Background: an optimization exercise with open tools, aiming at small area and a short achievable clock period. Do not read the settings as production practice. At most, simulation tests tie the RTL to the original design; equivalence was not proved. For runs 1 and 2, only the layout was checked, not whether the RTL still works. Power figures rest on the tool's default switching activity, not on a simulated workload.

**standard.sh**
```bash
#!/bin/bash
# synth_recipe.tcl (not shown) runs the flow's synth.tcl, then flattens the netlist and writes it again
# the make line also repeats each setting of config.mk as NAME=value (left out here)
make -C /OpenROAD-flow-scripts/flow DESIGN_CONFIG=/design/flow/config.mk WORK_HOME=/design/flow/orfs CLKGATE_MAP_FILE= SYNTH_SCRIPT=/design/flow/synth_recipe.tcl "${@:-finish}"
```
**flow/run.sh**
```bash
#!/bin/bash
# The standard layout (standard.sh), with every input and output port
# buffered by a buf_2 cell instead of the buffer the resizer picks by default.
set -euo pipefail
bash standard.sh 'BUFFER_PORTS_ARGS=-buffer_cell sky130_fd_sc_hd__buf_2' finish > make.log 2>&1
```
**constraint.sdc**
```tcl
create_clock -name core_clock -period 5.5 [get_ports {clk}]
set_input_delay 1.1000 -clock core_clock [delete_from_list [all_inputs] [get_ports {clk}]]
set_output_delay 1.1000 -clock core_clock [all_outputs]
set_load 0.01 [all_outputs]
```
**design.v**
```verilog
module ALU(Aq, Bq, Cq, Sq, imm, shift, asel, bsel, ALUop, loadc, loads, Cn, Sn);
  input  [15:0] Aq, Bq, Cq;
  input  [4:0]  imm;
  input  [1:0]  shift, ALUop;
  input         Sq, asel, bsel, loadc, loads;
  output [15:0] Cn;
  output        Sn;
  wire [1:0] s0, sl, sr, asb, subb, nokill, kz;   
  wire s15;
  bdec15 ud15 (.bsel(bsel), .sh(shift), .s15(s15));
  wire op0b, op1b, ldcb;
  gm_buf ub0 (.a(ALUop[0]), .y(op0b));
  gm_buf ub1 (.a(ALUop[1]), .y(op1b));
  gm_buf ubc (.a(loadc), .y(ldcb));
  wire [1:0] opb = {op1b, op0b};
  genvar i;
  generate
    for (i = 0; i < 2; i = i + 1) begin : dec
      bdec ud (.bsel(bsel), .sh(shift), .s0(s0[i]), .sl(sl[i]), .sr(sr[i]));
      gm_buf uas (.a(asel), .y(asb[i]));
      gm_buf usb (.a(ALUop[0]), .y(subb[i]));
      gm_andn unk (.an(ALUop[1]), .b(loadc), .y(nokill[i]));
      gm_or2 ukz (.a(ALUop[1]), .b(ALUop[0]), .y(kz[i]));
    end
  endgenerate
  wire [15:0] An  = ~Aq;
  wire [16:0] bx  = {1'b0, Bq, 1'b0};
  wire [15:0] Ain, Bin, Bz, ai, g, t, xn, nd, wn, rn, zb;
  generate
    for (i = 0; i < 16; i = i + 1) begin : b
      localparam integer D = i / 8;
      gm_nor2 uan (.a(An[i]), .b(asb[D]), .y(Ain[i]));
      gm_xor2 ua (.a(Ain[i]), .b(subb[D]), .y(ai[i]));
      if (i < 5) begin : lo
        wire n0, n1, n2, n3;
        gm_nand2 u0 (.a(s0[D]), .b(bx[i+1]), .y(n0));
        gm_nand2 u1 (.a(sl[D]), .b(bx[i]), .y(n1));
        gm_nand2 u2 (.a(sr[D]), .b(bx[i+2]), .y(n2));
        gm_nand2 u3 (.a(bsel), .b(imm[i]), .y(n3));
        gm_nand4 ub (.a(n0), .b(n1), .c(n2), .d(n3), .y(Bin[i]));
        gm_nand4 uz (.a(n0), .b(n1), .c(n2), .d(n3), .y(Bz[i]));
      end else if (i < 15) begin : mid
        wire n0, n1, n2;
        gm_nand2 u0 (.a(s0[D]), .b(bx[i+1]), .y(n0));
        gm_nand2 u1 (.a(sl[D]), .b(bx[i]), .y(n1));
        gm_nand2 u2 (.a(sr[D]), .b(bx[i+2]), .y(n2));
        gm_nand3 ub (.a(n0), .b(n1), .c(n2), .y(Bin[i]));
        gm_nand3 uz (.a(n0), .b(n1), .c(n2), .y(Bz[i]));
      end else begin : top
        wire n0, n1;
        gm_nand2 u0 (.a(s15), .b(bx[i+1]), .y(n0));
        gm_nand2 u1 (.a(sl[D]), .b(bx[i]), .y(n1));
        gm_nand2 ub (.a(n0), .b(n1), .y(Bin[i]));
        gm_nand2 uz (.a(n0), .b(n1), .y(Bz[i]));
      end
      gm_nand3 ug (.a(Bin[i]), .b(ai[i]), .c(nokill[D]), .y(g[i]));
      gm_nor2 ut (.a(Bin[i]), .b(ai[i]), .y(t[i]));
      gm_xnor2 ux (.a(Ain[i]), .b(Bz[i]), .y(xn[i]));
      gm_nand2 un (.a(Ain[i]), .b(Bz[i]), .y(nd[i]));
      if (i == 0) begin : z0
        gm_inv uz (.a(xn[0]), .y(wn[0]));
      end else begin : zi
        zx uz (.q(xn[i]), .tn(t[i-1]), .kn(kz[D]), .y(wn[i]));
      end
      gm_mux2i ur (.s(op0b), .a0(nd[i]), .a1(Bz[i]), .y(rn[i]));
      gm_mux2i uq (.s(op1b), .a0(wn[i]), .a1(rn[i]), .y(zb[i]));
    end
  endgenerate
  wire [15:0] y   = op1b ? rn : ~xn;
  wire [15:0] yc  = ldcb ? y : Cq;
  wire        sq  = ~(~loads & Sq);
  wire g1_1;
  wire g1_3;
  wire t1_3;
  wire g1_5;
  wire t1_5;
  wire g1_7;
  wire t1_7;
  wire g1_9;
  wire t1_9;
  wire g1_11;
  wire t1_11;
  wire g1_13;
  wire t1_13;
  wire g1_1_n;
  wire g2_2;
  wire g2_3;
  wire g1_5_n;
  wire t1_5_n;
  wire g2_6;
  wire t2_6;
  wire g2_7;
  wire t2_7;
  wire g1_9_n;
  wire t1_9_n;
  wire g2_10;
  wire t2_10;
  wire g2_11;
  wire t2_11;
  wire g1_13_n;
  wire t1_13_n;
  wire g2_14;
  wire t2_14;
  wire g3_4;
  wire g2_3_n;
  wire g3_5;
  wire g3_6;
  wire g3_7;
  wire g3_12;
  wire t3_12;
  wire g2_11_n;
  wire t2_11_n;
  wire g3_13;
  wire t3_13;
  wire g3_14;
  wire t3_14;
  wire g3_7_n;
  wire g4_8;
  wire g4_9;
  wire g4_10;
  wire g4_11;
  wire g4_12;
  wire g4_13;
  wire g4_14;
  g_oai u1 (.gh(g[1]), .th(t[1]), .gl(g[0]), .go(g1_1));
  pg_oai u2 (.gh(g[3]), .th(t[3]), .gl(g[2]), .tl(t[2]), .go(g1_3), .to(t1_3));
  pg_oai u3 (.gh(g[5]), .th(t[5]), .gl(g[4]), .tl(t[4]), .go(g1_5), .to(t1_5));
  pg_oai u4 (.gh(g[7]), .th(t[7]), .gl(g[6]), .tl(t[6]), .go(g1_7), .to(t1_7));
  pg_oai u5 (.gh(g[9]), .th(t[9]), .gl(g[8]), .tl(t[8]), .go(g1_9), .to(t1_9));
  pg_oai u6 (.gh(g[11]), .th(t[11]), .gl(g[10]), .tl(t[10]), .go(g1_11), .to(t1_11));
  pg_oai u7 (.gh(g[13]), .th(t[13]), .gl(g[12]), .tl(t[12]), .go(g1_13), .to(t1_13));
  pfx_inv u8 (.a(g1_1), .y(g1_1_n));
  g_oai u9 (.gh(g[2]), .th(t[2]), .gl(g1_1_n), .go(g2_2));
  g_aoi u10 (.gh(g1_3), .th(t1_3), .gl(g1_1), .go(g2_3));
  pfx_inv u11 (.a(g1_5), .y(g1_5_n));
  pfx_inv u12 (.a(t1_5), .y(t1_5_n));
  pg_oai u13 (.gh(g[6]), .th(t[6]), .gl(g1_5_n), .tl(t1_5_n), .go(g2_6), .to(t2_6));
  pg_aoi u14 (.gh(g1_7), .th(t1_7), .gl(g1_5), .tl(t1_5), .go(g2_7), .to(t2_7));
  pfx_inv u15 (.a(g1_9), .y(g1_9_n));
  pfx_inv u16 (.a(t1_9), .y(t1_9_n));
  pg_oai u17 (.gh(g[10]), .th(t[10]), .gl(g1_9_n), .tl(t1_9_n), .go(g2_10), .to(t2_10));
  pg_aoi u18 (.gh(g1_11), .th(t1_11), .gl(g1_9), .tl(t1_9), .go(g2_11), .to(t2_11));
  pfx_inv u19 (.a(g1_13), .y(g1_13_n));
  pfx_inv u20 (.a(t1_13), .y(t1_13_n));
  pg_oai u21 (.gh(g[14]), .th(t[14]), .gl(g1_13_n), .tl(t1_13_n), .go(g2_14), .to(t2_14));
  g_oai u22 (.gh(g[4]), .th(t[4]), .gl(g2_3), .go(g3_4));
  pfx_inv u23 (.a(g2_3), .y(g2_3_n));
  g_aoi u24 (.gh(g1_5), .th(t1_5), .gl(g2_3_n), .go(g3_5));
  g_aoi u25 (.gh(g2_6), .th(t2_6), .gl(g2_3_n), .go(g3_6));
  g_oai u26 (.gh(g2_7), .th(t2_7), .gl(g2_3), .go(g3_7));
  pg_oai u27 (.gh(g[12]), .th(t[12]), .gl(g2_11), .tl(t2_11), .go(g3_12), .to(t3_12));
  pfx_inv u28 (.a(g2_11), .y(g2_11_n));
  pfx_inv u29 (.a(t2_11), .y(t2_11_n));
  pg_aoi u30 (.gh(g1_13), .th(t1_13), .gl(g2_11_n), .tl(t2_11_n), .go(g3_13), .to(t3_13));
  pg_aoi u31 (.gh(g2_14), .th(t2_14), .gl(g2_11_n), .tl(t2_11_n), .go(g3_14), .to(t3_14));
  pfx_inv u32 (.a(g3_7), .y(g3_7_n));
  g_oai u33 (.gh(g[8]), .th(t[8]), .gl(g3_7_n), .go(g4_8));
  g_aoi u34 (.gh(g1_9), .th(t1_9), .gl(g3_7), .go(g4_9));
  g_aoi u35 (.gh(g2_10), .th(t2_10), .gl(g3_7), .go(g4_10));
  g_oai u36 (.gh(g2_11), .th(t2_11), .gl(g3_7_n), .go(g4_11));
  g_aoi u37 (.gh(g3_12), .th(t3_12), .gl(g3_7), .go(g4_12));
  g_oai u38 (.gh(g3_13), .th(t3_13), .gl(g3_7_n), .go(g4_13));
  g_oai u39 (.gh(g3_14), .th(t3_14), .gl(g3_7_n), .go(g4_14));
  assign Cn[0] = yc[0];
  cxnor cx1 (.c(g[0]), .y(yc[1]), .o(Cn[1]));
  cxor cx2 (.c(g1_1), .y(yc[2]), .o(Cn[2]));
  cxor cx3 (.c(g2_2), .y(yc[3]), .o(Cn[3]));
  cxnor cx4 (.c(g2_3), .y(yc[4]), .o(Cn[4]));
  cxor cx5 (.c(g3_4), .y(yc[5]), .o(Cn[5]));
  cxnor cx6 (.c(g3_5), .y(yc[6]), .o(Cn[6]));
  cxnor cx7 (.c(g3_6), .y(yc[7]), .o(Cn[7]));
  cxor cx8 (.c(g3_7), .y(yc[8]), .o(Cn[8]));
  cxor cx9 (.c(g4_8), .y(yc[9]), .o(Cn[9]));
  cxnor cx10 (.c(g4_9), .y(yc[10]), .o(Cn[10]));
  cxnor cx11 (.c(g4_10), .y(yc[11]), .o(Cn[11]));
  cxor cx12 (.c(g4_11), .y(yc[12]), .o(Cn[12]));
  cxnor cx13 (.c(g4_12), .y(yc[13]), .o(Cn[13]));
  cxor cx14 (.c(g4_13), .y(yc[14]), .o(Cn[14]));
  cxor cx15 (.c(g4_14), .y(yc[15]), .o(Cn[15]));
  wire [7:0] zn1;
  wire [3:0] z2;
  wire [1:0] zn3;
  z_nand zt1_0 (.a(zb[0]), .b(zb[1]), .y(zn1[0]));
  z_nand zt1_1 (.a(zb[2]), .b(zb[3]), .y(zn1[1]));
  z_nand zt1_2 (.a(zb[4]), .b(zb[5]), .y(zn1[2]));
  z_nand zt1_3 (.a(zb[6]), .b(zb[7]), .y(zn1[3]));
  z_nand zt1_4 (.a(zb[8]), .b(zb[9]), .y(zn1[4]));
  z_nand zt1_5 (.a(zb[10]), .b(zb[11]), .y(zn1[5]));
  z_nand zt1_6 (.a(zb[12]), .b(zb[13]), .y(zn1[6]));
  z_nand zt1_7 (.a(zb[14]), .b(zb[15]), .y(zn1[7]));
  z_nor zt2_0 (.a(zn1[0]), .b(zn1[1]), .y(z2[0]));
  z_nor zt2_1 (.a(zn1[2]), .b(zn1[3]), .y(z2[1]));
  z_nor zt2_2 (.a(zn1[4]), .b(zn1[5]), .y(z2[2]));
  z_nor zt2_3 (.a(zn1[6]), .b(zn1[7]), .y(z2[3]));
  z_nand zt3_0 (.a(z2[0]), .b(z2[1]), .y(zn3[0]));
  z_nand zt3_1 (.a(z2[2]), .b(z2[3]), .y(zn3[1]));
  z_fin zt4 (.a(zn3[0]), .b(zn3[1]), .ldn(~loads), .q(sq), .y(Sn));
endmodule
module pg_aoi(gh, th, gl, tl, go, to);
  input gh, th, gl, tl;
  output go, to;
  assign go = ~(gh | (th & gl));
  assign to = ~(th & tl);
endmodule
module g_aoi(gh, th, gl, go);
  input gh, th, gl;
  output go;
  assign go = ~(gh | (th & gl));
endmodule
module pg_oai(gh, th, gl, tl, go, to);
  input gh, th, gl, tl;
  output go, to;
  assign go = ~(gh & (th | gl));
  assign to = ~(th | tl);
endmodule
module g_oai(gh, th, gl, go);
  input gh, th, gl;
  output go;
  assign go = ~(gh & (th | gl));
endmodule
module pfx_inv(a, y);
  input a;
  output y;
  assign y = ~a;
endmodule
module gm_mux2i(s, a0, a1, y);
  input s, a0, a1;
  output y;
  assign y = ~(s ? a1 : a0);
endmodule
module zx(q, tn, kn, y);
  input q, tn, kn;
  output y;
  assign y = ~(q ^ ~(tn | kn));
endmodule
module bdec(bsel, sh, s0, sl, sr);
  input bsel;
  input [1:0] sh;
  output s0, sl, sr;
  assign s0 = ~bsel & ~sh[1] & ~sh[0];
  assign sl = ~bsel & ~sh[1] & sh[0];
  assign sr = ~bsel & sh[1];
endmodule
module bdec15(bsel, sh, s15);
  input bsel;
  input [1:0] sh;
  output s15;
  assign s15 = ~bsel & (sh[1] == sh[0]);
endmodule
module z_fin(a, b, ldn, q, y);
  input a, b, ldn, q;
  output y;
  assign y = ~((a | b | ldn) & q);
endmodule
module gm_andn(an, b, y);
  input an, b;
  output y;
  assign y = ~an & b;
endmodule
module gm_buf(a, y);
  input a;
  output y;
  assign y = a;
endmodule
module gm_nand4(a, b, c, d, y);
  input a, b, c, d;
  output y;
  assign y = ~(a & b & c & d);
endmodule
module gm_or2(a, b, y);
  input a, b;
  output y;
  assign y = a | b;
endmodule
module gm_nor2(a, b, y);
  input a, b;
  output y;
  assign y = ~(a | b);
endmodule
module gm_xor2(a, b, y);
  input a, b;
  output y;
  assign y = a ^ b;
endmodule
module gm_xnor2(a, b, y);
  input a, b;
  output y;
  assign y = ~(a ^ b);
endmodule
module gm_nand2(a, b, y);
  input a, b;
  output y;
  assign y = ~(a & b);
endmodule
module gm_nand3(a, b, c, y);
  input a, b, c;
  output y;
  assign y = ~(a & b & c);
endmodule
module gm_inv(a, y);
  input a;
  output y;
  assign y = ~a;
endmodule
module cxor(c, y, o);
  input c, y;
  output o;
  assign o = c ^ y;
endmodule
module cxnor(c, y, o);
  input c, y;
  output o;
  assign o = ~(c ^ y);
endmodule
module z_nand(a, b, y);
  input a, b;
  output y;
  assign y = ~(a & b);
endmodule
module z_nor(a, b, y);
  input a, b;
  output y;
  assign y = ~(a | b);
endmodule
module regfile(data_in, writenum, write, readnum, clk, data_out);
  input [15:0] data_in;
  input [2:0] writenum, readnum;
  input write, clk;
  output [15:0] data_out;
  reg [15:0] R [7:0];
  always_ff @(posedge clk)
    if (write)
      R[writenum] <= data_in;
  wire [7:0] rs;
  genvar k, b;
  generate
    for (k = 0; k < 8; k = k + 1) begin : dec
      assign rs[k] = (readnum == k);
    end
    for (b = 0; b < 16; b = b + 1) begin : rd
      rd8 m (.rs(rs), .r({R[7][b], R[6][b], R[5][b], R[4][b], R[3][b], R[2][b], R[1][b], R[0][b]}),
             .y(data_out[b]));
    end
  endgenerate
endmodule
module rd8(rs, r, y);
  input [7:0] rs, r;
  output y;
  assign y = |(rs & r);
endmodule
module datapath (clk, writenum, readnum, write, datapath_in, vsel, loada, loadb, loadc, shift, asel, bsel, ALUop, loads, Z_out, datapath_out);
  input write, clk, loada, loadb, loadc, asel, bsel, loads, vsel;
  input [1:0] ALUop, shift;
  input [2:0] writenum, readnum;
  input [15:0] datapath_in;
  output reg Z_out;
  output reg [15:0] datapath_out;
  reg  [15:0] aloaded, in;
  wire [15:0] data_in, data_out, cn;
  wire sn;
  assign data_in = vsel ? datapath_in : datapath_out;
  regfile REGFILE(data_in, writenum, write, readnum, clk, data_out);
  always_ff @(posedge clk) if (loada) aloaded <= data_out;
  always_ff @(posedge clk) if (loadb) in <= data_out;
  ALU alu(aloaded, in, datapath_out, Z_out, datapath_in[4:0], shift, asel, bsel, ALUop,
          loadc, loads, cn, sn);
  always_ff @(posedge clk) Z_out <= sn;
  always_ff @(posedge clk) datapath_out <= cn;
endmodule
```
**config.mk**
```make
export PLATFORM = sky130hd
export DESIGN_NAME = datapath
export DESIGN_NICKNAME = datapath
export VERILOG_FILES = /design/flow/design.v
export SDC_FILE = /design/flow/constraint.sdc
export NUM_CORES = 4
export LEC_CHECK = 0
export CAP_MARGIN = 20
export CORE_MARGIN = 2
export CORE_UTILIZATION = 60
export CTS_BUF_LIST = sky130_fd_sc_hd__clkbuf_4 sky130_fd_sc_hd__clkbuf_8
export SETUP_SLACK_MARGIN = 2.9
export SLEW_MARGIN = 20
export SYNTH_HIERARCHICAL = 1
export SYNTH_MINIMUM_KEEP_SIZE = 0
```
==> summary.txt, run 1 <==
CP Capture Type = flop
critical path's slowest cell = nor3_4
Hold Path Origin = Z_out
Max FO, Critical Path = 12
Setup TNS = 0 ns
CTS root buf = clkbuf_8
initial antenna violation count = 0
vias in the first global route = 5464
Slew @ Worst Pin = 0.8491 ns
Core Region = 13990 µm²
FF+latch count, synth = 177
filler instances = 1021
synth warn = 8
highest clock rate = 392.4 MHz
Worst Path Required = 5.91 ns
Peak VDD IR = 0.0002755 V
commonest non-fill, non-tap cell in the layout = edfxtp_1
Post-Route WL = 18980 µm
average size of a mapped cell = 11.99 µm²
average wire per standard cell = 19.19 µm
Post-DRT Antenna Nets = 0
worst min path class = reg -> reg
Worst path max stage delay = 0.33 ns
Synth cell types = 36
RePlAce Congestion = 0.9141
CP Cell Sequence = buf_6 > nor3_4 > nand2_1 > nand4_1 > nand3_2 > o21ai_4 > a21oi_4 > o21ai_4 > inv_2 > o21ai_2 > xor2_1
final hold slack = 0.4861 ns
Pleak = 3.604 nW
Setup violations, final = 0
gr usage total = 0.2609
WHS Path Cells = 2
global-route wire length before repair = 29250 µm
Slew Limit Fails = 0
post-route clock period utilization = 0.4634
CP startpoint kind = input port
DP HPWL = 12850 µm
r2r setup slk = 3.54 ns
pwr dens = 316.7 nW/µm²
hold buffers post-CTS = 0
synthesized instance count = 722
launching point of the worst reg2reg path = aloaded[9]
unrepaired setup endpoints after global routing = yes
Ports = 52
via count = 5824
vias per inst = 5.889
largest net degree at the start of global routing = 53
CTS tree = done
first drt pass iteration count = 5
Mapped Area = 8658 µm²
layout cells sized above 1 = 0.2509
GRT overflow = 0
DRC errors left = 0
final setup margin = 2.951 ns
Hold Path End = Z_out
die area = 15410 µm²
Clk Latency, worst-skew pair = 0.47 ns
CTS Buffer Depth = 2
outcome = complete, no violations
register area share after synthesis = 0.5942
arrival time at the worst endpoint = 2.96 ns
Syn-to-layout area delta = 13.54%
Site Rows = 43
pre-CTS setup slack = 2.161 ns
Nets = 831
most used cell along the critical path = o21ai_4
CTS sink count = 177
shortest period the worst path allows = 2.549 ns
Ant. Diodes = 0
Max Cap Viol = 0
final hold violations = 0
most frequent cells in the layout = 160 x edfxtp_1, 100 x nand2_1, 64 x a22oi_1, 46 x nor2_1, 44 x buf_2
Reg2Reg Depth = 10
Starting Density = 0.6190
Syn Nets = 757
R2R Path End = datapath_out[14]
Clk pin slew, worst setup/hold paths = 0.10 ns
initial drt markers = 580
Clock Skew = 0.01317 ns
Setup Crit Path Kind = in -> reg
die height = 124.1 µm
chip width = 124.1 µm
CTS Buf Count = 17
Max-slew headroom = 0.4339
I/O Buffers = 51
H-tree levels = 4
-- registers in the layout, summed over array words and instances, names as in the netlist --
signal        count
datapath_out     16
REGFILE.R       128
aloaded          16
Z_out             1
in               16
-- worst max-delay path by stage --
stage	startpoint	to	slack (ns)	depth (start not counted)
final	bsel	datapath_out[12]	2.95	11
after global routing	bsel	datapath_out[14]	2.85	11
after CTS	shift[1]	datapath_out[14]	2.87	12
after detailed placement	ALUop[0]	datapath_out[14]	2.16	9
after global placement	ALUop[0]	datapath_out[12]	2.22	9
after floorplan	shift[0]	datapath_out[12]	2.89	10
-- layer usage --
metal / track usage / part of all wire / vias to the layer above
li1: - / - / 2816
met1: 0.3630 / 0.44 / 2789
met2: 0.4269 / 0.48 / 201
met3: 0.04762 / 0.062 / 18
met4: 0.06742 / 0.012 / 0
met5: 0 / 0 / -
-- final cells by class --
class                           count  area (µm²)  area share
Clock buffer                       17       234.0     0.02380
Multi-Input combinational cell    500        3492      0.3552
Sequential cell                   177        5145      0.5234
Clock inverter                     15       191.4     0.01947
Tap cell                          180       225.2     0.02291
Inverter                           29       108.9     0.01107
Timing Repair Buffer               71       434.2     0.04416
-- logic make-up after synthesis --
| kind of cell | count (synthesis) | synth area share |
|---|---|---|
| AND/OR/NAND/NOR | 280 | 0.1593 |
| XOR/XNOR | 62 | 0.06272 |
| other | 1 | 0.0004331 |
| flip-flops | 177 | 0.5942 |
| buffers and inverters | 45 | 0.02789 |
| AO/OA/AOI/OAI | 109 | 0.09335 |
| multiplexers | 48 | 0.06214 |
-- Yosys stat by module (local to each module, per instance), excerpt --
module	cells inside	flops+latches	copies in the design	area, µm²
gm_inv	1	0	1	3.754
gm_xor2	1	0	15	8.758
z_nand	1	0	10	3.754
rd8	5	0	16	36.28
gm_mux2i	1	0	32	10.01
bdec15	2	0	1	12.51
cxnor	1	0	7	8.758
gm_or2	1	0	2	6.256
zx	2	0	15	15.01
g_oai	1	0	8	5.005
-- worst max-delay path: cells and delay by family --
family	cells	cell delay, ns
AO/OA/AOI/OAI	4	0.70
XOR/XNOR	1	0.15
buffers and inverters	2	0.25
AND/OR/NAND/NOR	4	0.76
-- synthesized netlist by cell type --
library cell    n  area (µm²)
mux2i_1        32       320.3
and2b_2         2       17.52
nor2_1         62       232.7
buf_12          1       20.02
o21ai_1         8       40.04
nand3_1        35       175.2
o31ai_2         1       12.51
and4b_2         3       33.78
nor4b_2         1       15.01
nor2b_4         2       27.53
and3b_1         3       26.28
nor3_1          3       15.01
a31oi_1        16       100.1
and3_1          1       6.260
a22oi_1        64       480.5
inv_1          29       108.9
nand2_1       100       375.4
nor3b_1         5       37.54
buf_2           3       15.01
or2_1          18       112.6
nand4_1        26       162.7
and4bb_2        3       37.54
buf_6           3       33.78
dfxtp_1        17       340.3
xnor2_1        38       332.8
a21oi_2        10       87.58
xor2_1         24       210.2
buf_4           8       60.06
edfxtp_1      160        4805
mux2_4         10       150.1
and4_2          1       10.01
nor2_2         15       93.84
o21ai_2        10       87.58
conb_1          1       3.750
mux2_2          6       67.56
clkbuf_1        1       3.750
-- report_power, final --
part / total (mW) / internal, mW / leakage (nW) / switching, mW
logic: 0.547 / 0.215 / 1.77 / 0.332
clock network: 0.914 / 0.388 / 0.213 / 0.526
registers: 1.65 / 1.59 / 1.62 / 0.0587
total: 3.11 / 2.20 / 3.60 / 0.917
-- stage by stage --
step	util	instance area, µm²	std cells	power (mW)
finish	0.7028	9831	989	3.113
global route	0.7028	9831	989	3.235
CTS	0.6905	9659	978	3.099
detailed placement	0.6558	9174	942	2.198
global placement	0.6558	9174	942	2.182
floorplan	-	8763	722	2.030
-- timing repair --
item	CTS	global route
buffers inserted	4	11
endpoints found under the hold margin	0	0
endpoints found under the setup margin	12	11
gates resized for setup	8	24
gates cloned	0	0
pin swaps	3	16
==> inputs of run 2 (changes only) <==
--- a/design.v
+++ b/design.v
@@ -6,5 +6,5 @@
   output [15:0] Cn;
   output        Sn;
-  wire [1:0] s0, sl, sr, asb, subb, nokill, kz;   
+  wire [3:0] s0, sl, sr, asb, subb, nokill, kz;   
   wire s15;
   bdec15 ud15 (.bsel(bsel), .sh(shift), .s15(s15));
@@ -16,5 +16,5 @@
   genvar i;
   generate
-    for (i = 0; i < 2; i = i + 1) begin : dec
+    for (i = 0; i < 4; i = i + 1) begin : dec
       bdec ud (.bsel(bsel), .sh(shift), .s0(s0[i]), .sl(sl[i]), .sr(sr[i]));
       gm_buf uas (.a(asel), .y(asb[i]));
@@ -26,8 +26,8 @@
   wire [15:0] An  = ~Aq;
   wire [16:0] bx  = {1'b0, Bq, 1'b0};
-  wire [15:0] Ain, Bin, Bz, ai, g, t, xn, nd, wn, rn, zb;
+  wire [15:0] Ain, Bin, ai, g, t, xn, nd, wn, rn, zb;
   generate
     for (i = 0; i < 16; i = i + 1) begin : b
-      localparam integer D = i / 8;
+      localparam integer D = i / 4;
       gm_nor2 uan (.a(An[i]), .b(asb[D]), .y(Ain[i]));
       gm_xor2 ua (.a(Ain[i]), .b(subb[D]), .y(ai[i]));
@@ -39,5 +39,4 @@
         gm_nand2 u3 (.a(bsel), .b(imm[i]), .y(n3));
         gm_nand4 ub (.a(n0), .b(n1), .c(n2), .d(n3), .y(Bin[i]));
-        gm_nand4 uz (.a(n0), .b(n1), .c(n2), .d(n3), .y(Bz[i]));
       end else if (i < 15) begin : mid
         wire n0, n1, n2;
@@ -46,5 +45,4 @@
         gm_nand2 u2 (.a(sr[D]), .b(bx[i+2]), .y(n2));
         gm_nand3 ub (.a(n0), .b(n1), .c(n2), .y(Bin[i]));
-        gm_nand3 uz (.a(n0), .b(n1), .c(n2), .y(Bz[i]));
       end else begin : top
         wire n0, n1;
@@ -52,10 +50,9 @@
         gm_nand2 u1 (.a(sl[D]), .b(bx[i]), .y(n1));
         gm_nand2 ub (.a(n0), .b(n1), .y(Bin[i]));
-        gm_nand2 uz (.a(n0), .b(n1), .y(Bz[i]));
       end
       gm_nand3 ug (.a(Bin[i]), .b(ai[i]), .c(nokill[D]), .y(g[i]));
       gm_nor2 ut (.a(Bin[i]), .b(ai[i]), .y(t[i]));
-      gm_xnor2 ux (.a(Ain[i]), .b(Bz[i]), .y(xn[i]));
-      gm_nand2 un (.a(Ain[i]), .b(Bz[i]), .y(nd[i]));
+      gm_xnor2 ux (.a(Ain[i]), .b(Bin[i]), .y(xn[i]));
+      gm_nand2 un (.a(Ain[i]), .b(Bin[i]), .y(nd[i]));
       if (i == 0) begin : z0
         gm_inv uz (.a(xn[0]), .y(wn[0]));
@@ -63,5 +60,5 @@
         zx uz (.q(xn[i]), .tn(t[i-1]), .kn(kz[D]), .y(wn[i]));
       end
-      gm_mux2i ur (.s(op0b), .a0(nd[i]), .a1(Bz[i]), .y(rn[i]));
+      gm_mux2i ur (.s(op0b), .a0(nd[i]), .a1(Bin[i]), .y(rn[i]));
       gm_mux2i uq (.s(op1b), .a0(wn[i]), .a1(rn[i]), .y(zb[i]));
     end
==> run 2 against run 1 <==
  * Global-route usage down 0.88 points
  * Routed wire length up 1.5%
  * Flip-flop and latch count is the same
  * Clock skew grew 0.00099 ns
  * Die area up 0.36%
  * Critical endpoint is now datapath_out[15]
  * Highest routed layer unchanged
==> summary.txt, run 2 <==
CTS sink count = 177 (unchanged)
Synth Area in Adders = 0 (unchanged)
register area share after synthesis = 0.5921 (was 0.5942)
Synth top area share = 0.5529 (was 0.5549)
main area contributors after synthesis = edfxtp_1 55%, a22oi_1 5.5%, nand2_1 4.3%, dfxtp_1 3.9%, xnor2_1 3.8% (unchanged)
commonest non-fill, non-tap cell in the layout = edfxtp_1 (unchanged)
Worst Path Required = 5.88 ns (was 5.91 ns)
Setup Crit Path Kind = in -> reg (unchanged)
share of async-settable or async-resettable flops after synthesis = 0 (unchanged)
top-count cell post-synth = edfxtp_1 (unchanged)
first drt pass iteration count = 5 (unchanged)
initial drt markers = 591 (was 580)
chip width = 124.3 µm (was 124.1 µm)
r2r setup slk = 3.54 ns (about the same)
Ports = 52 (unchanged)
pwr dens = 315.6 nW/µm² (was 316.7 nW/µm²)
Nets = 827 (was 831)
largest net degree at the start of global routing = 46 (was 53)
Placed Area = 9173 µm² (was 9174 µm²)
Clk Latency, worst-skew pair = 0.45 ns (was 0.47 ns)
CP startpoint kind = input port (unchanged)
global-route wire length before repair = 30040 µm (was 29250 µm)
layout cells sized above 1 = 0.2882 (was 0.2509)
Syn Nets = 756 (was 757)
Clk pin slew, worst setup/hold paths = 0.11 ns (was 0.10 ns)
Most used DFF post-synth = edfxtp_1 (unchanged)
register area = 5145 µm² (unchanged)
most frequent cells in the layout = 160 x edfxtp_1, 100 x nand2_1, 64 x a22oi_1, 44 x buf_2, 35 x nor2_1 (was 160 x edfxtp_1, 100 x nand2_1, 64 x a22oi_1, 46 x nor2_1, 44 x buf_2)
post-route clock period utilization = 0.4566 (was 0.4634)
Core Region = 13990 µm² (unchanged)
Post-Route WL = 19270 µm (was 18980 µm)
filler instances = 998 (was 1021)
vias per inst = 5.877 (was 5.889)
Site Rows = 43 (unchanged)
outcome = complete, no violations (unchanged)
Design Area, Final = 10010 µm² (was 9831 µm²)
area occupied by multi-input gates = 3637 µm² (was 3492 µm²)
number of synthesized flops with an enable pin = 160 (unchanged)
CP Capture Type = flop (unchanged)
hold buffers post-CTS = 0 (unchanged)
CTS root buf = clkbuf_8 (unchanged)
die area = 15460 µm² (was 15410 µm²)
Peak VDD IR = 0.0002675 V (was 0.0002755 V)
gr usage total = 0.2521 (was 0.2609)
Clock Skew = 0.01416 ns (was 0.01317 ns)
H-tree levels = 4 (unchanged)
FF+latch count, synth = 177 (unchanged)
initial antenna violation count = 0 (unchanged)
Post-DRT Antenna Nets = 0 (unchanged)
arrival time at the worst endpoint = 2.89 ns (was 2.96 ns)
Slew Limit Fails = 0 (unchanged)
largest family of logic cells by synthesized area = simple AND/OR/NAND/NOR gates (unchanged)
Reg2Reg Depth = 10 (unchanged)
Largest register FFs = 128 (unchanged)
final std cells w/o fill = 985 (was 989)
unrepaired setup endpoints after global routing = no (was yes)
worst min path class = reg -> reg (unchanged)
Mapped Area = 8690 µm² (was 8658 µm²)
highest clock rate = 398.2 MHz (was 392.4 MHz)
CTS Buf Count = 17 (unchanged)
Slew @ Worst Pin = 0.8599 ns (was 0.8491 ns)
Biggest register = REGFILE.R (unchanged)
shortest period the worst path allows = 2.511 ns (was 2.549 ns)
Max-slew headroom = 0.4267 (was 0.4339)
vias in the first global route = 5655 (was 5464)
I/O Buffers = 51 (unchanged)
Syn-to-layout area delta = 15.16% (was 13.54%)
GRT overflow = 0 (unchanged)
synthesized instance count = 721 (was 722)
Pleak = 3.628 nW (was 3.604 nW)
die height = 124.3 µm (was 124.1 µm)
Synth cell types = 36 (unchanged)
DRC errors left = 0 (unchanged)
via count = 5789 (was 5824)
WHS Path Cells = 2 (unchanged)
DP HPWL = 12810 µm (was 12850 µm)
Setup violations, final = 0 (unchanged)
RePlAce Congestion = 0.9068 (was 0.9141)
simple-gate share of the synthesized area = 0.1588 (was 0.1592)
XOR/XNOR Fraction of Synth Area = 0.06249 (was 0.06272)
Ant. Diodes = 0 (unchanged)
placed cell count = 938 (was 942)
average wire per standard cell = 19.57 µm (was 19.19 µm)
list of most frequent post-synthesis cells = 160 x edfxtp_1, 100 x nand2_1, 64 x a22oi_1 (unchanged)
CTS tree = done (unchanged)
Starting Density = 0.6212 (was 0.6190)
Synth Area in Compound Gates = 0.09302 (was 0.09335)
Max Cap Viol = 0 (unchanged)
final hold violations = 0 (unchanged)
area leader, netlist = edfxtp_1 (unchanged)
average size of a mapped cell = 12.05 µm² (was 11.99 µm²)
synth warn = 8 (unchanged)
Setup TNS = 0 ns (unchanged)
Max FO, Critical Path = 13 (was 12)
CTS Buffer Depth = 2 (unchanged)
multiplexer share of the synthesized area = 0.06192 (was 0.06214)
run 2: changes by cell type in the layout (fill, tap and decap cells not counted), moves of 4 or more:
cell	previous run	this run
nor2_4	6	11
nor2_1	46	35
nand4_1	26	21
xnor2_1	36	32
nand3_1	32	18
nor2_2	25	31
xnor2_2	2	6
run 2: logic make-up after synthesis:
family,count (synthesis)
other,1
muxes,48
buffers and inverters,49
and+or+nand+nor,275
AOI/OAI and AO/OA,109
xor gates and xnor gates,62
DFF,177
run 2: through the flow:
step / hold WS (ns) / setup WS [ns] / power [mW] / utilization
3_3_place_gp: 0.4777 / 2.251 / 2.176 / 0.6557
3_5_place_dp: 0.4877 / 2.103 / 2.195 / 0.6557
6_report: 0.4973 / 2.989 / 3.158 / 0.7154
2_1_floorplan: 0.4986 / 2.876 / 2.027 / -
4_1_cts: 0.5062 / 2.880 / 3.129 / 0.6923
5_1_grt: 0.5202 / 2.873 / 3.292 / 0.7154
run 2: Yosys stat by module, one instance, submodules excluded, a selection:
module	cell area [µm²]	cells inside	copies in the design	flip-flops and latches
bdec15	12.51	2	1	0
cxnor	8.758	1	7	0
datapath	1550	67	1	49
gm_buf	7.507	1	11	0
gm_mux2i	10.01	1	32	0
gm_nand2	3.754	1	69	0
gm_nand3	5.005	1	25	0
gm_nand4	6.256	1	5	0
gm_nor2	3.754	1	31	0
gm_or2	6.256	1	4	0
gm_xor2	8.758	1	15	0
pfx_inv	3.754	1	11	0
z_fin	12.51	1	1	0
z_nand	3.754	1	10	0
z_nor	3.754	1	4	0
zx	15.01	2	15	0
run 2: worst max-delay path, cell delays in order:
cell	delay [ns]
buf_6	0.15
nor3b_4	0.25
nand2_1	0.08
nand4_1	0.09
buf_4	0.16
nor2_4	0.05
o21ai_4	0.20
a21oi_4	0.11
o21ai_4	0.25
inv_2	0.10
o21ai_2	0.16
xor2_1	0.17
run 2: final cells by class:
cell class / instances / area share
well taps: 180 / 0.02251
inverters: 29 / 0.01088
multi-input cells: 495 / 0.3635
clock buffers: 17 / 0.02338
clock inverters: 15 / 0.02076
flip-flops and latches: 177 / 0.5141
repair buffers: 72 / 0.04489
run 2: final timing paths:
path,from,end
worst max-delay path,shift[1],datapath_out[15]
worst min-delay path,Z_out,Z_out
worst max register to register,aloaded[0],datapath_out[15]
worst min register to register,Z_out,Z_out
run 2: metal layers:
metal,share of wire,GRT usage,wire length [µm],vias to the layer above
met5,0,0,0,-
met4,0.014,0.06279,275,0
met3,0.056,0.04210,1079,20
met2,0.50,0.4294,9678,170
met1,0.43,0.3404,8238,2815
li1,-,-,-,2784
run 2: timing repair:
item | 4_1_cts | 5_1_grt
buffers inserted | 2 | 13
resized for setup | 13 | 51
pin swaps | 2 | 16
endpoints found under the setup margin | 12 | 11
run 2: report_power, final:
group          internal [mW]  leakage (nW)  total (mW)  switching, mW
clock                  0.397         0.220       0.940          0.543
combinational          0.225          1.78       0.570          0.345
sequential              1.59          1.62        1.65         0.0554
==> inputs of run 3 (changes only) <==
--- a/design.v
+++ b/design.v
@@ -6,5 +6,5 @@
   output [15:0] Cn;
   output        Sn;
-  wire [3:0] s0, sl, sr, asb, subb, nokill, kz;   
+  wire [3:0] s0, sl, sr, pa, subb, nokill, kz;
   wire s15;
   bdec15 ud15 (.bsel(bsel), .sh(shift), .s15(s15));
@@ -18,18 +18,21 @@
     for (i = 0; i < 4; i = i + 1) begin : dec
       bdec ud (.bsel(bsel), .sh(shift), .s0(s0[i]), .sl(sl[i]), .sr(sr[i]));
-      gm_buf uas (.a(asel), .y(asb[i]));
+      gm_xnor2 upa (.a(asel), .b(ALUop[0]), .y(pa[i]));
       gm_buf usb (.a(ALUop[0]), .y(subb[i]));
       gm_andn unk (.an(ALUop[1]), .b(loadc), .y(nokill[i]));
-      gm_or2 ukz (.a(ALUop[1]), .b(ALUop[0]), .y(kz[i]));
+      gm_nor2 ukz (.a(ALUop[1]), .b(ALUop[0]), .y(kz[i]));
     end
   endgenerate
   wire [15:0] An  = ~Aq;
+  wire [15:0] Ain = Aq & {16{~asel}};
   wire [16:0] bx  = {1'b0, Bq, 1'b0};
-  wire [15:0] Ain, Bin, ai, g, t, xn, nd, wn, rn, zb;
+  wire [15:0] Bin, Bz, ai, g, t, xn, nd, q, zb;
   generate
     for (i = 0; i < 16; i = i + 1) begin : b
       localparam integer D = i / 4;
-      gm_nor2 uan (.a(An[i]), .b(asb[D]), .y(Ain[i]));
-      gm_xor2 ua (.a(Ain[i]), .b(subb[D]), .y(ai[i]));
+      wire na0, na1;
+      gm_nand2 ua0 (.a(Aq[i]), .b(pa[D]), .y(na0));
+      gm_nand2 ua1 (.a(An[i]), .b(subb[D]), .y(na1));
+      gm_nand2 ua (.a(na0), .b(na1), .y(ai[i]));
       if (i < 5) begin : lo
         wire n0, n1, n2, n3;
@@ -39,4 +42,5 @@
         gm_nand2 u3 (.a(bsel), .b(imm[i]), .y(n3));
         gm_nand4 ub (.a(n0), .b(n1), .c(n2), .d(n3), .y(Bin[i]));
+        gm_nand4 uz (.a(n0), .b(n1), .c(n2), .d(n3), .y(Bz[i]));
       end else if (i < 15) begin : mid
         wire n0, n1, n2;
@@ -45,4 +49,5 @@
         gm_nand2 u2 (.a(sr[D]), .b(bx[i+2]), .y(n2));
         gm_nand3 ub (.a(n0), .b(n1), .c(n2), .y(Bin[i]));
+        gm_nand3 uz (.a(n0), .b(n1), .c(n2), .y(Bz[i]));
       end else begin : top
         wire n0, n1;
@@ -50,19 +55,19 @@
         gm_nand2 u1 (.a(sl[D]), .b(bx[i]), .y(n1));
         gm_nand2 ub (.a(n0), .b(n1), .y(Bin[i]));
+        gm_nand2 uz (.a(n0), .b(n1), .y(Bz[i]));
       end
       gm_nand3 ug (.a(Bin[i]), .b(ai[i]), .c(nokill[D]), .y(g[i]));
       gm_nor2 ut (.a(Bin[i]), .b(ai[i]), .y(t[i]));
-      gm_xnor2 ux (.a(Ain[i]), .b(Bin[i]), .y(xn[i]));
-      gm_nand2 un (.a(Ain[i]), .b(Bin[i]), .y(nd[i]));
+      gm_xnor2 ux (.a(Ain[i]), .b(Bz[i]), .y(xn[i]));
+      gm_nand2 un (.a(Ain[i]), .b(Bz[i]), .y(nd[i]));
+      zsel uq (.xn(xn[i]), .nd(nd[i]), .bin(Bz[i]), .op(opb), .q(q[i]));
       if (i == 0) begin : z0
-        gm_inv uz (.a(xn[0]), .y(wn[0]));
+        assign zb[0] = q[0];
       end else begin : zi
-        zx uz (.q(xn[i]), .tn(t[i-1]), .kn(kz[D]), .y(wn[i]));
+        zx uz (.q(q[i]), .tn(t[i-1]), .k(kz[D]), .y(zb[i]));
       end
-      gm_mux2i ur (.s(op0b), .a0(nd[i]), .a1(Bin[i]), .y(rn[i]));
-      gm_mux2i uq (.s(op1b), .a0(wn[i]), .a1(rn[i]), .y(zb[i]));
     end
   endgenerate
-  wire [15:0] y   = op1b ? rn : ~xn;
+  wire [15:0] y   = op1b ? (op0b ? ~Bz : ~nd) : ~xn;
   wire [15:0] yc  = ldcb ? y : Cq;
   wire        sq  = ~(~loads & Sq);
@@ -221,13 +226,14 @@
   assign y = ~a;
 endmodule
-module gm_mux2i(s, a0, a1, y);
-  input s, a0, a1;
-  output y;
-  assign y = ~(s ? a1 : a0);
+module zsel(xn, nd, bin, op, q);
+  input xn, nd, bin;
+  input [1:0] op;
+  output q;
+  assign q = op[1] ? (op[0] ? bin : nd) : xn;
 endmodule
-module zx(q, tn, kn, y);
-  input q, tn, kn;
+module zx(q, tn, k, y);
+  input q, tn, k;
   output y;
-  assign y = ~(q ^ ~(tn | kn));
+  assign y = q ^ (~tn & k);
 endmodule
 module bdec(bsel, sh, s0, sl, sr);
@@ -265,9 +271,4 @@
   assign y = ~(a & b & c & d);
 endmodule
-module gm_or2(a, b, y);
-  input a, b;
-  output y;
-  assign y = a | b;
-endmodule
 module gm_nor2(a, b, y);
   input a, b;
@@ -275,9 +276,4 @@
   assign y = ~(a | b);
 endmodule
-module gm_xor2(a, b, y);
-  input a, b;
-  output y;
-  assign y = a ^ b;
-endmodule
 module gm_xnor2(a, b, y);
   input a, b;
@@ -329,20 +325,5 @@
     if (write)
       R[writenum] <= data_in;
-  wire [7:0] rs;
-  genvar k, b;
-  generate
-    for (k = 0; k < 8; k = k + 1) begin : dec
-      assign rs[k] = (readnum == k);
-    end
-    for (b = 0; b < 16; b = b + 1) begin : rd
-      rd8 m (.rs(rs), .r({R[7][b], R[6][b], R[5][b], R[4][b], R[3][b], R[2][b], R[1][b], R[0][b]}),
-             .y(data_out[b]));
-    end
-  endgenerate
-endmodule
-module rd8(rs, r, y);
-  input [7:0] rs, r;
-  output y;
-  assign y = |(rs & r);
+  assign data_out = R[readnum];
 endmodule
 module datapath (clk, writenum, readnum, write, datapath_in, vsel, loada, loadb, loadc, shift, asel, bsel, ALUop, loads, Z_out, datapath_out);
==> flow/run.sh (replaced) <==
#!/bin/bash
# The standard layout (standard.sh), with two changes:
# - every input and output port is buffered by a buf_4 cell instead of the
#   buffer the resizer picks by default;
# - mux4_1 joins the platform's don't-use cells, so the resizer keeps the
#   smaller mux4_2 that synthesis chose (mux4_1 is the larger of the two).
set -euo pipefail
bash standard.sh 'BUFFER_PORTS_ARGS=-buffer_cell sky130_fd_sc_hd__buf_4' \
  'DONT_USE_CELLS=sky130_fd_sc_hd__probe_p_8 sky130_fd_sc_hd__probec_p_8 sky130_fd_sc_hd__lpflow_bleeder_1 sky130_fd_sc_hd__lpflow_clkbufkapwr_1 sky130_fd_sc_hd__lpflow_clkbufkapwr_16 sky130_fd_sc_hd__lpflow_clkbufkapwr_2 sky130_fd_sc_hd__lpflow_clkbufkapwr_4 sky130_fd_sc_hd__lpflow_clkbufkapwr_8 sky130_fd_sc_hd__lpflow_clkinvkapwr_1 sky130_fd_sc_hd__lpflow_clkinvkapwr_16 sky130_fd_sc_hd__lpflow_clkinvkapwr_2 sky130_fd_sc_hd__lpflow_clkinvkapwr_4 sky130_fd_sc_hd__lpflow_clkinvkapwr_8 sky130_fd_sc_hd__lpflow_decapkapwr_12 sky130_fd_sc_hd__lpflow_decapkapwr_3 sky130_fd_sc_hd__lpflow_decapkapwr_4 sky130_fd_sc_hd__lpflow_decapkapwr_6 sky130_fd_sc_hd__lpflow_decapkapwr_8 sky130_fd_sc_hd__lpflow_inputiso0n_1 sky130_fd_sc_hd__lpflow_inputiso0p_1 sky130_fd_sc_hd__lpflow_inputiso1n_1 sky130_fd_sc_hd__lpflow_inputiso1p_1 sky130_fd_sc_hd__lpflow_inputisolatch_1 sky130_fd_sc_hd__lpflow_isobufsrc_1 sky130_fd_sc_hd__lpflow_isobufsrc_16 sky130_fd_sc_hd__lpflow_isobufsrc_2 sky130_fd_sc_hd__lpflow_isobufsrc_4 sky130_fd_sc_hd__lpflow_isobufsrc_8 sky130_fd_sc_hd__lpflow_isobufsrckapwr_16 sky130_fd_sc_hd__lpflow_lsbuf_lh_hl_isowell_tap_1 sky130_fd_sc_hd__lpflow_lsbuf_lh_hl_isowell_tap_2 sky130_fd_sc_hd__lpflow_lsbuf_lh_hl_isowell_tap_4 sky130_fd_sc_hd__lpflow_lsbuf_lh_isowell_4 sky130_fd_sc_hd__lpflow_lsbuf_lh_isowell_tap_1 sky130_fd_sc_hd__lpflow_lsbuf_lh_isowell_tap_2 sky130_fd_sc_hd__lpflow_lsbuf_lh_isowell_tap_4 sky130_fd_sc_hd__mux4_1' finish > make.log 2>&1
--- a/config.mk
+++ b/config.mk
@@ -9,5 +9,4 @@
 export CORE_MARGIN = 2
 export CORE_UTILIZATION = 60
-export CTS_BUF_LIST = sky130_fd_sc_hd__clkbuf_4 sky130_fd_sc_hd__clkbuf_8
 export SETUP_SLACK_MARGIN = 2.9
 export SLEW_MARGIN = 20
==> run 3 against run 2 <==
  * Clock skew fell by 0.0031 ns
  * Routed wire length is 7.1% higher
  * Via count rose by 4.9%
  * Global-route usage grew 0.14 points
  * Fmax decreased by 4.6%
  * Count of clock-buffer cells in the layout stayed put
==> summary.txt, run 3 <==
Power Internal = 2.566 mW (was 2.215 mW)
pwr dens = 317.2 nW/µm² (was 315.6 nW/µm²)
FF+latch count, synth = 177 (unchanged)
Max FO, Critical Path = 8 (was 13)
Syn Nets = 795 (was 756)
main area contributors after synthesis = edfxtp_1 50%, mux4_2 7.5%, nand2_1 5.1%, dfxtp_1 3.6%, mux2i_1 3.3% (was edfxtp_1 55%, a22oi_1 5.5%, nand2_1 4.3%, dfxtp_1 3.9%, xnor2_1 3.8%)
synth warn = 8 (unchanged)
pre-CTS setup slack = 2.070 ns (was 2.103 ns)
Hold Path Origin = Z_out (unchanged)
average wire per standard cell = 19.56 µm (was 19.57 µm)
gr usage total = 0.2536 (was 0.2521)
Max-slew headroom = 0.4413 (was 0.4267)
Reg2Reg Depth = 10 (unchanged)
filler instances = 1137 (was 998)
Clock Skew = 0.01111 ns (was 0.01416 ns)
GRT overflow = 0 (unchanged)
die height = 130.3 µm (was 124.3 µm)
average size of a mapped cell = 12.59 µm² (was 12.05 µm²)
power share of the combinational group = 0.198 (was 0.180)
CP startpoint kind = input port (unchanged)
chip width = 130.3 µm (was 124.3 µm)
Post-DRT Antenna Nets = 0 (unchanged)
post-route clock period utilization = 0.4785 (was 0.4566)
die area = 16970 µm² (was 15460 µm²)
Biggest register = REGFILE.R (unchanged)
layout cells sized above 1 = 0.3302 (was 0.2882)
largest net degree at the start of global routing = 58 (was 46)
Ant. Diodes = 0 (unchanged)
R2R Path End = datapath_out[3] (was datapath_out[15])
share of async-settable or async-resettable flops after synthesis = 0 (unchanged)
Clk pin slew, worst setup/hold paths = 0.08 ns (was 0.11 ns)
synthesized instance count = 760 (was 721)
final setup margin = 2.868 ns (was 2.989 ns)
final hold slack = 0.4657 ns (was 0.4973 ns)
CTS Buf Count = 17 (unchanged)
Hold Path End = Z_out (unchanged)
H-tree levels = 4 (unchanged)
most frequent cells in the layout = 160 x edfxtp_1, 129 x nand2_1, 68 x nor2_1, 64 x buf_4, 32 x mux4_2 (was 160 x edfxtp_1, 100 x nand2_1, 64 x a22oi_1, 44 x buf_2, 35 x nor2_1)
DP HPWL = 13770 µm (was 12810 µm)
worst min path class = reg -> reg (unchanged)
Placed Area = 10130 µm² (was 9173 µm²)
Nets = 861 (was 827)
Mapped Area = 9569 µm² (was 8690 µm²)
launching point of the worst reg2reg path = in[3] (was aloaded[0])
CTS tree = done (unchanged)
initial drt markers = 472 (was 591)
area leader, netlist = edfxtp_1 (unchanged)
Worst Path Required = 5.81 ns (was 5.88 ns)
shortest period the worst path allows = 2.632 ns (was 2.511 ns)
Final Core Density = 0.7084 (was 0.7154)
Clk pwr share = 0.331 (was 0.298)
unrepaired setup endpoints after global routing = yes (was no)
Slew Limit Fails = 0 (unchanged)
DRC errors left = 0 (unchanged)
placed cell count = 1005 (was 938)
Peak VDD IR = 0.0002369 V (was 0.0002675 V)
Clk Latency, worst-skew pair = 0.42 ns (was 0.45 ns)
switching share of total power = 0.2732 (was 0.2987)
PnR Total Power = 3.531 mW (was 3.158 mW)
Site Rows = 46 (was 43)
final std cells w/o fill = 1055 (was 985)
Setup Crit Path Kind = in -> reg (unchanged)
sequential share of power = 0.471 (was 0.522)
vias in the first global route = 5902 (was 5655)
Post-Route WL = 20630 µm (was 19270 µm)
CP Capture Type = flop (unchanged)
I/O Buffers = 51 (unchanged)
Most used DFF post-synth = edfxtp_1 (unchanged)
final hold violations = 0 (unchanged)
arrival time at the worst endpoint = 2.94 ns (was 2.89 ns)
Ports = 52 (unchanged)
outcome = complete, no violations (unchanged)
initial antenna violation count = 0 (unchanged)
Largest register FFs = 128 (unchanged)
via count = 6073 (was 5789)
CTS root buf = clkbuf_16 (was clkbuf_8)
Setup TNS = 0 ns (unchanged)
Pleak = 4.336 nW (was 3.628 nW)
Slew @ Worst Pin = 0.8350 ns (was 0.8599 ns)
Synth top area share = 0.5021 (was 0.5529)
RePlAce Congestion = 0.8551 (was 0.9068)
CTS Buffer Depth = 2 (unchanged)
highest clock rate = 380.0 MHz (was 398.2 MHz)
first drt pass iteration count = 6 (was 5)
Setup violations, final = 0 (unchanged)
list of most frequent post-synthesis cells = 160 x edfxtp_1, 131 x nand2_1, 71 x nor2_1 (was 160 x edfxtp_1, 100 x nand2_1, 64 x a22oi_1)
Design Area, Final = 11130 µm² (was 10010 µm²)
net switching power = 964.6 µW (was 943.3 µW)
top-count cell post-synth = edfxtp_1 (unchanged)
Synth cell types = 37 (was 36)
CTS sink count = 177 (unchanged)
Core Region = 15710 µm² (was 13990 µm²)
Max Cap Viol = 0 (unchanged)
register area share after synthesis = 0.5377 (was 0.5921)
Syn-to-layout area delta = 16.32% (was 15.16%)
commonest non-fill, non-tap cell in the layout = edfxtp_1 (unchanged)
vias per inst = 5.756 (was 5.877)
number of synthesized flops with an enable pin = 160 (unchanged)
r2r setup slk = 3.43 ns (was 3.54 ns)
Starting Density = 0.6090 (was 0.6212)
WHS Path Cells = 2 (unchanged)
global-route wire length before repair = 31630 µm (was 30040 µm)
run 3: cell count changes after synthesis, moves of 15 or more:
| cell | change |
|---|---|
| a31oi_1 | -16 |
| or2_1 | -20 |
| mux4_2 | +32 |
| xor2_1 | -15 |
| mux2_2 | +16 |
| nor2b_1 | +16 |
| a21oi_1 | +16 |
| nand2b_4 | +15 |
| a22oi_1 | -64 |
| xnor2_2 | +15 |
| a211o_1 | +15 |
| nand2_1 | +31 |
| nor2_2 | -15 |
run 3: cell type report:
type | count | area (µm²) | area share
inverters | 28 | 105.1 | 0.009442
flip-flops and latches | 177 | 5145 | 0.4622
repair buffers | 77 | 703.2 | 0.06317
well taps | 216 | 270.3 | 0.02428
multi-input cells | 525 | 4328 | 0.3888
clock inverters | 15 | 153.9 | 0.01383
clock buffers | 17 | 425.4 | 0.03822
run 3: repair_timing:
item                                   CTS  global route
hold buffers                             0             0
setup endpoints to repair               12             8
pin swaps                                5            20
cloned                                   0             2
setup buffers                           10             6
endpoints found under the hold margin    0             0
resized for setup                       18            31
run 3: power by group through the flow:
stage	clock, mW	combinational, mW	sequential, mW
floorplan	0	0.457	1.67
global placement	0	0.623	1.69
detailed placement	0	0.640	1.69
CTS	1.19	0.666	1.66
global route	1.24	0.758	1.67
finish	1.17	0.698	1.66
run 3: how the worst max path moves through the flow:
stage,from,endpoint,slack [ns],depth (start not counted)
floorplan,bsel,Z_out,2.90,11
global placement,ALUop[0],datapath_out[15],2.17,11
detailed placement,ALUop[0],datapath_out[15],2.07,11
CTS,bsel,Z_out,2.90,12
global route,bsel,datapath_out[3],2.76,12
finish,bsel,datapath_out[3],2.87,12
run 3: kinds of logic (layout without fill, tap and decap cells):
family,count (synthesis),after routing,share of synthesized area
simple gates,316,316,0.1672
flops,177,177,0.5377
mux,96,96,0.1504
compound gates,61,61,0.04694
buf+inv,58,137,0.03896
xor+xnor,51,51,0.05845
other cells,1,1,0.0003919
run 3: Yosys stat by module, one instance, submodules excluded, excerpt:
module / cell area (µm²) / times used / flops+latches / cells inside
gm_andn: 13.76 / 4 / 0 / 1
gm_buf: 7.507 / 7 / 0 / 1
pfx_inv: 3.754 / 11 / 0 / 1
z_fin: 12.51 / 1 / 0 / 1
zsel: 18.77 / 16 / 0 / 3
zx: 30.03 / 15 / 0 / 2
cxor: 8.758 / 8 / 0 / 1
run 3: per-layer routing:
metal  vias to the layer above  share of wire  GRT usage
li1                       2866              -          -
met1                      3025           0.43     0.3346
met2                       158           0.52     0.4460
met3                        24          0.041    0.03854
met4                         0          0.013    0.06135
met5                         -              0          0
run 3: worst max-delay path, stage by stage:
cell and delay [ns]:
buf_16 0.11, and2b_2 0.25, nand2_2 0.07, nand4_1 0.25, xnor2_1 0.28, buf_4 0.14, buf_6 0.08, buf_6 0.08
buf_6 0.08, nor3b_2 0.03, a211o_1 0.30, xor2_1 0.16
==> inputs of run 4 (changes only) <==
--- a/config.mk
+++ b/config.mk
@@ -9,4 +9,5 @@
 export CORE_MARGIN = 2
 export CORE_UTILIZATION = 60
+export CTS_BUF_LIST = sky130_fd_sc_hd__clkbuf_4 sky130_fd_sc_hd__clkbuf_8
 export SETUP_SLACK_MARGIN = 2.9
 export SLEW_MARGIN = 20
==> run 4 against run 3 <==
  * Total power decreased by 9.3%
  * Clock skew increased by 0.0058 ns
  * Count of clock-buffer cells in the layout unchanged
  * Core utilization decreased by 1.5 points
  * Setup slack improved by 0.060 ns
  * Final cell count decreased by 0.19%
  * Design area decreased by 2.1%
  * Flip-flop and latch count unchanged
  * Critical path depth unchanged
  * Non-clock buffer count decreased by 2
  * Global-route usage decreased by 0.83 points
  * Critical endpoint unchanged
==> summary.txt, run 4 <==
initial antenna violation count = 0 (unchanged)
CTS root buf = clkbuf_8 (was clkbuf_16)
pwr dens = 294.0 nW/µm² (was 317.2 nW/µm²)
Syn-to-layout area delta = 13.87% (was 16.32%)
layout cells sized above 1 = 0.3226 (was 0.3302)
Post-Route WL = 20180 µm (was 20630 µm)
largest net degree at the start of global routing = 58 (unchanged)
initial drt markers = 379 (was 472)
final hold violations = 0 (unchanged)
CTS Buf Count = 17 (unchanged)
CP Capture Type = flop (unchanged)
average size of a mapped cell = 12.59 µm² (unchanged)
CTS tree = done (unchanged)
arrival time at the worst endpoint = 2.93 ns (was 2.94 ns)
filler instances = 1166 (was 1137)
post-route clock period utilization = 0.4675 (was 0.4785)
first drt pass iteration count = 4 (was 6)
vias in the first global route = 5747 (was 5902)
DRC errors left = 0 (unchanged)
Synth top area share = 0.5021 (unchanged)
Site Rows = 46 (unchanged)
top sig layer = met4 (unchanged)
Post-DRT Antenna Nets = 0 (unchanged)
switching share of total power = 0.2851 (was 0.2732)
register area share after synthesis = 0.5377 (unchanged)
via count = 5989 (was 6073)
pre-CTS setup slack = 2.070 ns (unchanged)
Clk Latency, worst-skew pair = 0.46 ns (was 0.42 ns)
Max Cap Viol = 0 (unchanged)
unrepaired setup endpoints after global routing = yes (unchanged)
Mapped Area = 9569 µm² (unchanged)
Ant. Diodes = 0 (unchanged)
Nets = 859 (was 861)
Starting Density = 0.6090 (unchanged)
Power Internal = 2.291 mW (was 2.566 mW)
Setup Crit Path Kind = in -> reg (unchanged)
Ports = 52 (unchanged)
DP HPWL = 13770 µm (unchanged)
Synth cell types = 37 (unchanged)
vias per inst = 5.688 (was 5.756)
Clk pwr share = 0.269 (was 0.331)
Slew @ Worst Pin = 0.8378 ns (was 0.8350 ns)
power share of the combinational group = 0.213 (was 0.198)
list of most frequent post-synthesis cells = 160 x edfxtp_1, 131 x nand2_1, 71 x nor2_1 (unchanged)
commonest non-fill, non-tap cell in the layout = edfxtp_1 (unchanged)
Clk pin slew, worst setup/hold paths = 0.11 ns (was 0.08 ns)
Worst Path Required = 5.85 ns (was 5.81 ns)
CTS sink count = 177 (unchanged)
outcome = complete, no violations (unchanged)
Clock Skew = 0.01690 ns (was 0.01111 ns)
met1 wire length = 8710 µm (was 8772 µm)
Max FO, Critical Path = 7 (was 8)
FF+latch count, synth = 177 (unchanged)
most frequent cells in the layout = 160 x edfxtp_1, 130 x nand2_1, 70 x nor2_1, 66 x buf_4 (was 160 x edfxtp_1, 129 x nand2_1, 68 x nor2_1, 64 x buf_4, 32 x mux4_2)
GRT overflow = 0 (unchanged)
synthesized instance count = 760 (unchanged)
die area = 16970 µm² (unchanged)
final hold slack = 0.4717 ns (was 0.4657 ns)
Setup violations, final = 0 (unchanged)
worst min path class = reg -> reg (unchanged)
Largest register FFs = 128 (unchanged)
average wire per standard cell = 19.17 µm (was 19.56 µm)
main area contributors after synthesis = edfxtp_1 50%, mux4_2 7.5%, nand2_1 5.1%, dfxtp_1 3.6%, mux2i_1 3.3% (unchanged)
Peak VDD IR = 0.0002368 V (was 0.0002369 V)
synth warn = 8 (unchanged)
gr usage total = 0.2452 (was 0.2536)
chip width = 130.3 µm (unchanged)
wire length on met2 = 10380 µm (was 10750 µm)
number of synthesized flops with an enable pin = 160 (unchanged)
share of async-settable or async-resettable flops after synthesis = 0 (unchanged)
I/O Buffers = 51 (unchanged)
die height = 130.3 µm (unchanged)
Slew Limit Fails = 0 (unchanged)
RePlAce Congestion = 0.8551 (unchanged)
Pleak = 4.240 nW (was 4.336 nW)
Biggest register = REGFILE.R (unchanged)
Setup TNS = 0 ns (unchanged)
met3 WL = 812 µm (was 836 µm)
Core Region = 15710 µm² (unchanged)
H-tree levels = 4 (unchanged)
CP startpoint kind = input port (unchanged)
r2r setup slk = 3.44 ns (was 3.43 ns)
shortest period the worst path allows = 2.571 ns (was 2.632 ns)
area leader, netlist = edfxtp_1 (unchanged)
final setup margin = 2.929 ns (was 2.868 ns)
Syn Nets = 795 (unchanged)
net switching power = 913.4 µW (was 964.6 µW)
Most used DFF post-synth = edfxtp_1 (unchanged)
top-count cell post-synth = edfxtp_1 (unchanged)
highest clock rate = 388.9 MHz (was 380.0 MHz)
global-route wire length before repair = 30500 µm (was 31630 µm)
sequential share of power = 0.518 (was 0.471)
CTS Buffer Depth = 2 (unchanged)
Max-slew headroom = 0.4394 (was 0.4413)
run 4: per-stage QoR:
stage | area (µm²) | power, mW | util | std cells
finish | 10900 | 3.204 | 0.6935 | 1053
floorplan | 9684 | 2.126 | - | 760
global placement | 10130 | 2.308 | 0.6447 | 1005
detailed placement | 10130 | 2.327 | 0.6447 | 1005
global route | 10900 | 3.344 | 0.6935 | 1053
CTS | 10590 | 3.198 | 0.6740 | 1043
run 4: cell families after synthesis:
family	synth area share
simple gates	0.1672
buf+inv	0.03896
flops	0.5377
compound gates	0.04694
mux	0.1504
xor+xnor	0.05845
other cells	0.0003919
run 4: layout make-up:
type | count | area [µm²] | share of cell area
multi-input combinational | 525 | 4298 | 0.3944
clock buffer | 17 | 234.0 | 0.02147
tap | 216 | 270.3 | 0.02480
clock inverter | 15 | 153.9 | 0.01412
sequential | 177 | 5145 | 0.4722
timing repair buffer | 75 | 690.7 | 0.06338
inverter | 28 | 105.1 | 0.009645
run 4: critical path, stage by stage:
cell and delay [ns]:
buf_16 0.13, and2b_2 0.22, nand2_2 0.07, nand4_1 0.24
xnor2_1 0.28, buf_4 0.15, buf_6 0.08, buf_4 0.08
buf_4 0.09, nor3b_2 0.03, a211o_1 0.30, xor2_1 0.16
run 4: final timing paths:
kind                 start              end  cells past startpoint
setup / recovery  shift[1]  datapath_out[3]                     12
hold / removal       Z_out            Z_out                      2
setup reg to reg     in[4]  datapath_out[3]                     10
hold reg to reg      Z_out            Z_out                      2
run 4: power groups by stage:
stage               logic [mW]  registers (mW)  clock network (mW)
floorplan                0.457            1.67                   0
detailed placement       0.640            1.69                   0
CTS                      0.654            1.66               0.887
global placement         0.623            1.69                   0
finish                   0.682            1.66               0.863
global route             0.741            1.67               0.936
run 4: repair_timing:
action / CTS / global route
buffers inserted: 6 / 7
hold buffers: 0 / 0
cloned: 0 / 3
pin swaps: 3 / 15
gates resized for setup: 7 / 31
endpoints found under the setup margin: 12 / 6
run 4: per-layer routing:
metal / up-vias / track usage
met5: - / 0
met4: 0 / 0.05819
met3: 20 / 0.04223
met2: 108 / 0.4213
met1: 2998 / 0.3299
li1: 2863 / -
run 4: per-module statistics from Yosys (local to each module, per instance), excerpt:
module / cells inside / flops+latches
gm_nand4: 1 / 0
gm_andn: 1 / 0
pg_oai: 2 / 0
ALU: 110 / 0
z_nor: 1 / 0
gm_xnor2: 1 / 0
gm_buf: 1 / 0
gm_nand3: 1 / 0
cxnor: 1 / 0
gm_nand2: 1 / 0
zsel: 3 / 0

==> separate check: timing with driven ports <==
Ports are ideal in the flow. The routed layouts listed here were re-timed in OpenROAD. Step 1: set_driving_cell puts a clkbuf_16 on clk and a buf_2 on each other input, an assumption about the parent block. Step 2, shift: input delay + t, output delay - t, t = (earliest + latest rising clock arrival at the registers) / 2. This alone moves slack from input paths to output paths. a / b / c = ideal ports / drivers / drivers and shift; a / b = the first two.
| run | shift t [ns] | setup WS [ns] | worst slew at a driven data input, ns |
|---|---|---|---|
| run 1 | 0.508 | 2.951 / 2.956 / 2.448 | 0.05 |
| run 2 | 0.484 | 2.989 / 2.993 / 2.508 | 0.05 |
| run 3 | 0.459 | 2.868 / 2.768 / 2.309 | 0.17 |
| run 4 | 0.483 | 2.929 / 2.784 / 2.301 | 0.19 |
After both steps every run listed still meets setup and hold. The setup slack of run 4, which loses most, moves by -0.145 ns with the drivers and by -0.628 ns with both steps.
